Background: an optimization exercise with open tools, aiming at small area, a short achievable clock period and few clock cycles per item. Do not read the settings as production practice. The RTL was checked by simulation tests, not by an equivalence proof against the original design.

==> run a: inputs <==
## itch_decoder_top
module itch_decoder_top (
    input  logic          clk,
    input  logic          rst_n,
    input  logic [511:0]  s_axis_tdata,
    input  logic [7:0]    s_axis_tkeep,
    input  logic          s_axis_tlast,
    input  logic [95:0]   s_axis_tuser,
    input  logic          s_axis_tvalid,
    output logic          s_axis_tready,
    output logic [63:0]   dec_ingress_ts,
    output logic [63:0]   dec_decode_ts,
    output logic [31:0]   dec_seq_num,
    output logic [7:0]    dec_msg_type,
    output logic [63:0]   dec_symbol_key,
    output logic [9:0]    dec_symbol_idx,
    output logic          dec_symbol_valid,
    output logic          dec_side,
    output logic [31:0]   dec_price,
    output logic [31:0]   dec_qty,
    output logic [63:0]   dec_order_id,
    output logic          dec_is_book_update,
    output logic          dec_stale,
    output logic [3:0]    dec_error_flags,
    output logic          decoded_valid,
    input  logic          decoded_ready,
    output logic [63:0]   sym_lookup_key,
    output logic          sym_lookup_valid,
    input  logic [9:0]    sym_lookup_idx,
    input  logic          sym_lookup_hit,
    input  logic          sym_lookup_ready,
    output logic [31:0]   stat_add_orders,
    output logic [31:0]   stat_executes,
    output logic [31:0]   stat_cancels,
    output logic [31:0]   stat_deletes,
    output logic [31:0]   stat_replaces,
    output logic [31:0]   stat_trades,
    output logic [31:0]   stat_unknown
);
Settings: LEC_CHECK=0, CAP_MARGIN=20, CORE_AREA=5 5 235 235, CTS_CLUSTER_DIAMETER=80, CTS_CLUSTER_SIZE=24, DIE_AREA=0 0 240 240, SETUP_SLACK_MARGIN=1.2, SLEW_MARGIN=20; clock period 3.3 ns.
standard.sh (not shown) runs the stock make flow with config.mk's settings and CLKGATE_MAP_FILE= SYNTH_SCRIPT=/design/flow/synth_recipe.tcl, a recipe that flattens the netlist after the stock synthesis.
==> flow/flow/run.sh <==
#!/bin/bash
# Own layout flow: the standard flow (standard.sh) with these changes:
#  - port buffers are buf_1 cells instead of the delay buffer buffer_ports picks by default
#    (every port still gets its own buffer);
#  - pins may sit one routing track apart, so the die can be much smaller than the pin count
#    would otherwise allow; the clock pin is placed alone mid-left (pins_pre.tcl).
# Each ORFS step logs to orfs/logs/...; standard.sh's own output goes to standard.log.
set -euo pipefail
here=$(pwd)
half=$(awk '/^export DIE_AREA/ {print ($5 + $7) / 2}' config.mk)
export BUFFER_PORTS_ARGS="-buffer_cell sky130_fd_sc_hd__buf_1"
export PLACE_PINS_ARGS="-min_distance 1 -min_distance_in_tracks -corner_avoidance 15 -exclude left:$(( ${half%.*} - 8 ))-$(( ${half%.*} + 8 ))"
export PRE_IO_PLACEMENT_TCL="$here/flow/pins_pre.tcl"
echo "PLACE_PINS_ARGS=$PLACE_PINS_ARGS" > run.log
bash standard.sh > standard.log 2>&1
==> flow/flow/pins_pre.tcl <==
# Put the clock pin alone in the middle of the left edge; place_pins keeps the
# stretch around it free (see PLACE_PINS_ARGS in run.sh), so no other pin sits
# one track from it.
set die [ord::get_die_area]
set ymid [expr {([lindex $die 1] + [lindex $die 3]) / 2.0}]
place_pin -pin_name clk -layer met3 -location [list 0.4 $ymid] -force_to_die_boundary
==> inputs of run b, as changes to run a <==
--- a/flow/design.v
+++ b/flow/design.v
@@ -318,13 +318,13 @@
             r_order_id <= in_order_id;
             r_symbol   <= in_symbol;
             r_qty      <= in_qty;
             r_price    <= in_price;
             r_side     <= in_side;
         end
-        if (look_i) begin
+        if (!hold_r) begin
             r_idx <= sym_lookup_idx;
             r_hit <= sym_lookup_hit;
         end
     end
     assign sym_lookup_valid = look_r;
     assign sym_lookup_key   = r_symbol;
==> flow/config.mk (replaced) <==
export PLATFORM = sky130hd
export DESIGN_NAME = itch_decoder_top
export DESIGN_NICKNAME = itch_decoder_top
export VERILOG_FILES = /design/flow/design.v
export SDC_FILE = /design/flow/constraint.sdc
export NUM_CORES = 4
export LEC_CHECK = 0
export CAP_MARGIN = 20
export CORE_AREA = 5 5 235 235
export CTS_BUF_LIST = sky130_fd_sc_hd__clkbuf_4 sky130_fd_sc_hd__clkbuf_8
export DIE_AREA = 0 0 240 240
export SETUP_SLACK_MARGIN = 1.2
export SLEW_MARGIN = 20
==> inputs of run c, as changes to run a <==
--- a/flow/design.v
+++ b/flow/design.v
@@ -210,39 +210,44 @@
     assign in_u    = (in_type == 8'h55);
     assign in_r    = (in_type == 8'h52);
     assign in_d    = (in_type == 8'h44);
     assign in_ecx  = (in_type == 8'h45) || (in_type == 8'h43) || (in_type == 8'h58);
     assign in_s    = (in_type == 8'h53);
     assign in_book = (in_type == 8'h41) || (in_type == 8'h46) || (in_type == 8'h50) || in_ecx || in_d || in_u;
-    assign in_order_id = in_u ?
+    logic sel_u, sel_r, sel_d, sel_ecx;
+    assign sel_u   = in_type[4] & in_type[0];
+    assign sel_r   = in_type[4] & in_type[1];
+    assign sel_d   = in_type[2] & !in_type[1] & !in_type[0];
+    assign sel_ecx = in_type[3] | (in_type[0] & (in_type[1] | in_type[2]));
+    assign in_order_id = sel_u ?
         {s_axis_tdata[152 +: 8], s_axis_tdata[160 +: 8], s_axis_tdata[168 +: 8], s_axis_tdata[176 +: 8],
          s_axis_tdata[184 +: 8], s_axis_tdata[192 +: 8], s_axis_tdata[200 +: 8], s_axis_tdata[208 +: 8]} :
         {s_axis_tdata[88 +: 8],  s_axis_tdata[96 +: 8],  s_axis_tdata[104 +: 8], s_axis_tdata[112 +: 8],
          s_axis_tdata[120 +: 8], s_axis_tdata[128 +: 8], s_axis_tdata[136 +: 8], s_axis_tdata[144 +: 8]};
-    assign in_symbol = in_r ?
+    assign in_symbol = sel_r ?
         {s_axis_tdata[88 +: 8],  s_axis_tdata[96 +: 8],  s_axis_tdata[104 +: 8], s_axis_tdata[112 +: 8],
          s_axis_tdata[120 +: 8], s_axis_tdata[128 +: 8], s_axis_tdata[136 +: 8], s_axis_tdata[144 +: 8]} :
         {s_axis_tdata[192 +: 8], s_axis_tdata[200 +: 8], s_axis_tdata[208 +: 8], s_axis_tdata[216 +: 8],
          s_axis_tdata[224 +: 8], s_axis_tdata[232 +: 8], s_axis_tdata[240 +: 8], s_axis_tdata[248 +: 8]};
     always_comb begin
-        if (in_u)
+        if (sel_u)
             in_qty = {s_axis_tdata[216 +: 8], s_axis_tdata[224 +: 8], s_axis_tdata[232 +: 8], s_axis_tdata[240 +: 8]};
-        else if (in_d)
+        else if (sel_d)
             in_qty = '0;
-        else if (in_ecx)
+        else if (sel_ecx)
             in_qty = {s_axis_tdata[152 +: 8], s_axis_tdata[160 +: 8], s_axis_tdata[168 +: 8], s_axis_tdata[176 +: 8]};
         else
             in_qty = {s_axis_tdata[160 +: 8], s_axis_tdata[168 +: 8], s_axis_tdata[176 +: 8], s_axis_tdata[184 +: 8]};
     end
-    assign in_price = in_u ?
+    assign in_price = sel_u ?
         {s_axis_tdata[248 +: 8], s_axis_tdata[256 +: 8], s_axis_tdata[264 +: 8], s_axis_tdata[272 +: 8]} :
         {s_axis_tdata[256 +: 8], s_axis_tdata[264 +: 8], s_axis_tdata[272 +: 8], s_axis_tdata[280 +: 8]};
     assign in_side = (s_axis_tdata[152 +: 8] != 8'h42);
-    logic        emit_r, look_r, empty_r;
-    logic        emit_i, look_i;
-    logic        hold_r;
+    logic        emit_r, look_r, full_r;
+    logic        look_i;
+    logic        pass_r, pass2_r;
     logic        load;         
     logic        take_i;       
     logic [47:0] r_ts;
     logic [31:0] r_seq;
     logic [7:0]  r_type;
     logic        r_stale;
@@ -252,13 +257,13 @@
     logic [63:0] r_symbol;
     logic [31:0] r_qty;
     logic [31:0] r_price;
     logic        r_side;
     logic [9:0]  r_idx;
     logic        r_hit;
-    logic in_needs_lk, take;
+    logic in_needs_lk;
     logic [6:0] r_cls, in_cls;
     always_comb begin
         in_cls = 7'b1000000;
         case (in_type)
             8'h41, 8'h46: in_cls = 7'b0000001;
             8'h45, 8'h43: in_cls = 7'b0000010;
@@ -268,45 +273,42 @@
             8'h50:        in_cls = 7'b0100000;
             default:      in_cls = 7'b1000000;
         endcase
     end
     assign in_needs_lk = (in_type == 8'h41) || (in_type == 8'h46) || (in_type == 8'h50) || in_r;
     assign decoded_valid = emit_r || (look_r && sym_lookup_ready);
-    assign take          = decoded_valid && decoded_ready;
-    assign s_axis_tready = empty_r || take;
-    assign take_i = decoded_ready && (emit_i || (look_i && sym_lookup_ready));
-    assign load   = empty_r || take_i;
+    assign s_axis_tready = (!full_r || decoded_ready) && (!look_r || sym_lookup_ready);
+    assign take_i = decoded_ready && (!look_i || sym_lookup_ready);
+    assign load   = !full_r || take_i;
     always_ff @(posedge clk or negedge rst_n) begin
         if (!rst_n) begin
             emit_r  <= 1'b0;
             look_r  <= 1'b0;
-            empty_r <= 1'b1;
+            full_r  <= 1'b0;
         end else if (s_axis_tready) begin
             emit_r  <= s_axis_tvalid && !in_needs_lk;
             look_r  <= s_axis_tvalid && in_needs_lk;
-            empty_r <= !s_axis_tvalid;
+            full_r  <= s_axis_tvalid;
         end else if (look_r && sym_lookup_ready) begin
             emit_r  <= 1'b1;
             look_r  <= 1'b0;
         end
     end
     always_ff @(posedge clk or negedge rst_n) begin
         if (!rst_n) begin
-            emit_i <= 1'b0;
-            look_i <= 1'b0;
-            hold_r <= 1'b0;
+            look_i  <= 1'b0;
+            pass_r  <= 1'b0;     
+            pass2_r <= 1'b0;
         end else if (load) begin
-            emit_i <= !in_needs_lk;
-            look_i <= in_needs_lk;
-            hold_r <= 1'b0;
+            look_i  <= in_needs_lk;
+            pass_r  <= 1'b1;
+            pass2_r <= 1'b1;
         end else if (sym_lookup_ready) begin
-            if (look_i) begin
-                emit_i <= 1'b1;
-                look_i <= 1'b0;
-            end
-            hold_r <= 1'b1;
+            look_i  <= 1'b0;
+            pass_r  <= 1'b0;
+            if (look_i) pass2_r <= 1'b0;
         end
     end
     always_ff @(posedge clk) begin
         if (load) begin
             r_ts       <= s_axis_tuser[47:0];
             r_seq      <= s_axis_tuser[95:64];
@@ -318,13 +320,18 @@
             r_order_id <= in_order_id;
             r_symbol   <= in_symbol;
             r_qty      <= in_qty;
             r_price    <= in_price;
             r_side     <= in_side;
         end
-        if (look_i) begin
+    end
+    always_ff @(posedge clk) begin
+        if (load) begin
+            r_idx <= '0;
+            r_hit <= 1'b0;
+        end else if (look_i && sym_lookup_ready) begin
             r_idx <= sym_lookup_idx;
             r_hit <= sym_lookup_hit;
         end
     end
     assign sym_lookup_valid = look_r;
     assign sym_lookup_key   = r_symbol;
@@ -332,14 +339,14 @@
         decoded_msg                = '0;
         decoded_msg.ingress_ts     = {16'h0, r_ts};
         decoded_msg.decode_ts      = '0;
         decoded_msg.seq_num        = r_seq;
         decoded_msg.msg_type       = t2t_pkg::itch_msg_type_e'(r_type);
         decoded_msg.symbol_key     = r_symbol;
-        decoded_msg.symbol_idx     = hold_r ? r_idx : sym_lookup_idx;
-        decoded_msg.symbol_valid   = hold_r ? r_hit : sym_lookup_hit;
+        decoded_msg.symbol_idx     = r_idx | {sym_lookup_idx[9:5] & {5{pass2_r}}, sym_lookup_idx[4:0] & {5{pass_r}}};
+        decoded_msg.symbol_valid   = r_hit | (sym_lookup_hit & pass_r);
         decoded_msg.side           = t2t_pkg::side_e'(r_side);
         decoded_msg.price          = r_price;
         decoded_msg.qty            = r_qty;
         decoded_msg.order_id       = r_order_id;
         decoded_msg.is_book_update = r_book;
         decoded_msg.stale          = r_stale;
==> flow/config.mk (replaced) <==
export PLATFORM = sky130hd
export DESIGN_NAME = itch_decoder_top
export DESIGN_NICKNAME = itch_decoder_top
export VERILOG_FILES = /design/flow/design.v
export SDC_FILE = /design/flow/constraint.sdc
export NUM_CORES = 4
export LEC_CHECK = 0
export CAP_MARGIN = 20
export CORE_AREA = 5 5 227 227
export CTS_CLUSTER_DIAMETER = 90
export CTS_CLUSTER_SIZE = 27
export DIE_AREA = 0 0 232 232
export SETUP_SLACK_MARGIN = 1.3
export SLEW_MARGIN = 20
==> results_dict.tcl <==
set metrics [dict create \
    synth_cell_types 56 \
    max_freq_mhz 439 \
    place_congestion 1.02 \
    outcome "no timing/DRC/antenna violations" \
    vias_per_cell 5.36 \
    slew_headroom_pct 39.1 \
    cts_setup_buffers 14 \
    met1_usage_pct 34.5 \
]
(the above is from run a)
==> results_dict.tcl <==
set metrics [dict create \
    synth_cell_types 57 \
    met1_usage_pct 34.5 \
    place_congestion 1.03 \
    vias_per_cell 5.32 \
    slew_headroom_pct 55.5 \
    antenna_found_initial 45 \
    layout.cells.non_filler 3392 \
    outcome "no timing/DRC/antenna violations" \
]
(the above is from run b)
==> results_dict.tcl <==
set metrics [dict create \
    multi_input_area_share_pct 27.4 \
    place_congestion 1.07 \
    outcome "no timing/DRC/antenna violations" \
    seq_area_frac_synth_pct 63.0 \
    slew_headroom_pct 45.1 \
    synth-xor-area-share_pct 8.09 \
    max_freq_mhz 475 \
    n_all_inverters 12 \
    synth_cell_types 52 \
    vias_per_cell 5.37 \
    cts_setup_buffers 8 \
    clkbuf_count 34 \
]
(the above is from run c)
Testbench counts of run a, summed over its fixed seeds: cycles 17,920, items 16,000.
Testbench counts of run b, summed over its fixed seeds: cycles 17,920, items 16,000.
Testbench counts of run c, summed over its fixed seeds: cycles 17,920, items 16,000.

==> separate check: timing with driven ports <==
How much do the figures lean on ideal ports? The routed layouts below were timed once more, with nothing changed but the port constraints.
Step 1, drivers: a clkbuf_16 drives clk and a buf_2 each remaining input, both assumed.
Step 2, shift: input delay + t, output delay - t, t = (earliest + latest rising clock arrival at the registers) / 2. This alone moves slack from input paths to output paths.
Slacks: ideal / step 1 / step 2; pairs: ideal / step 1.
run	t (ns)	slack for setup (ns)	hold slack, ns	slew at the worst register clock pin (ns)
run a	0.659	1.021 / 0.978 / 0.568	0.187 / 0.172 / 0.476	0.10 / 0.10
run b	0.699	0.957 / 0.916 / 0.480	0.152 / 0.136 / 0.475	0.06 / 0.06
run c	0.648	1.196 / 1.150 / 0.688	0.141 / 0.130 / 0.461	0.12 / 0.12
After both steps setup and hold are still met in every run listed. The setup slack of run c, which loses most, moves by -0.046 ns with the drivers and by -0.508 ns with both steps.
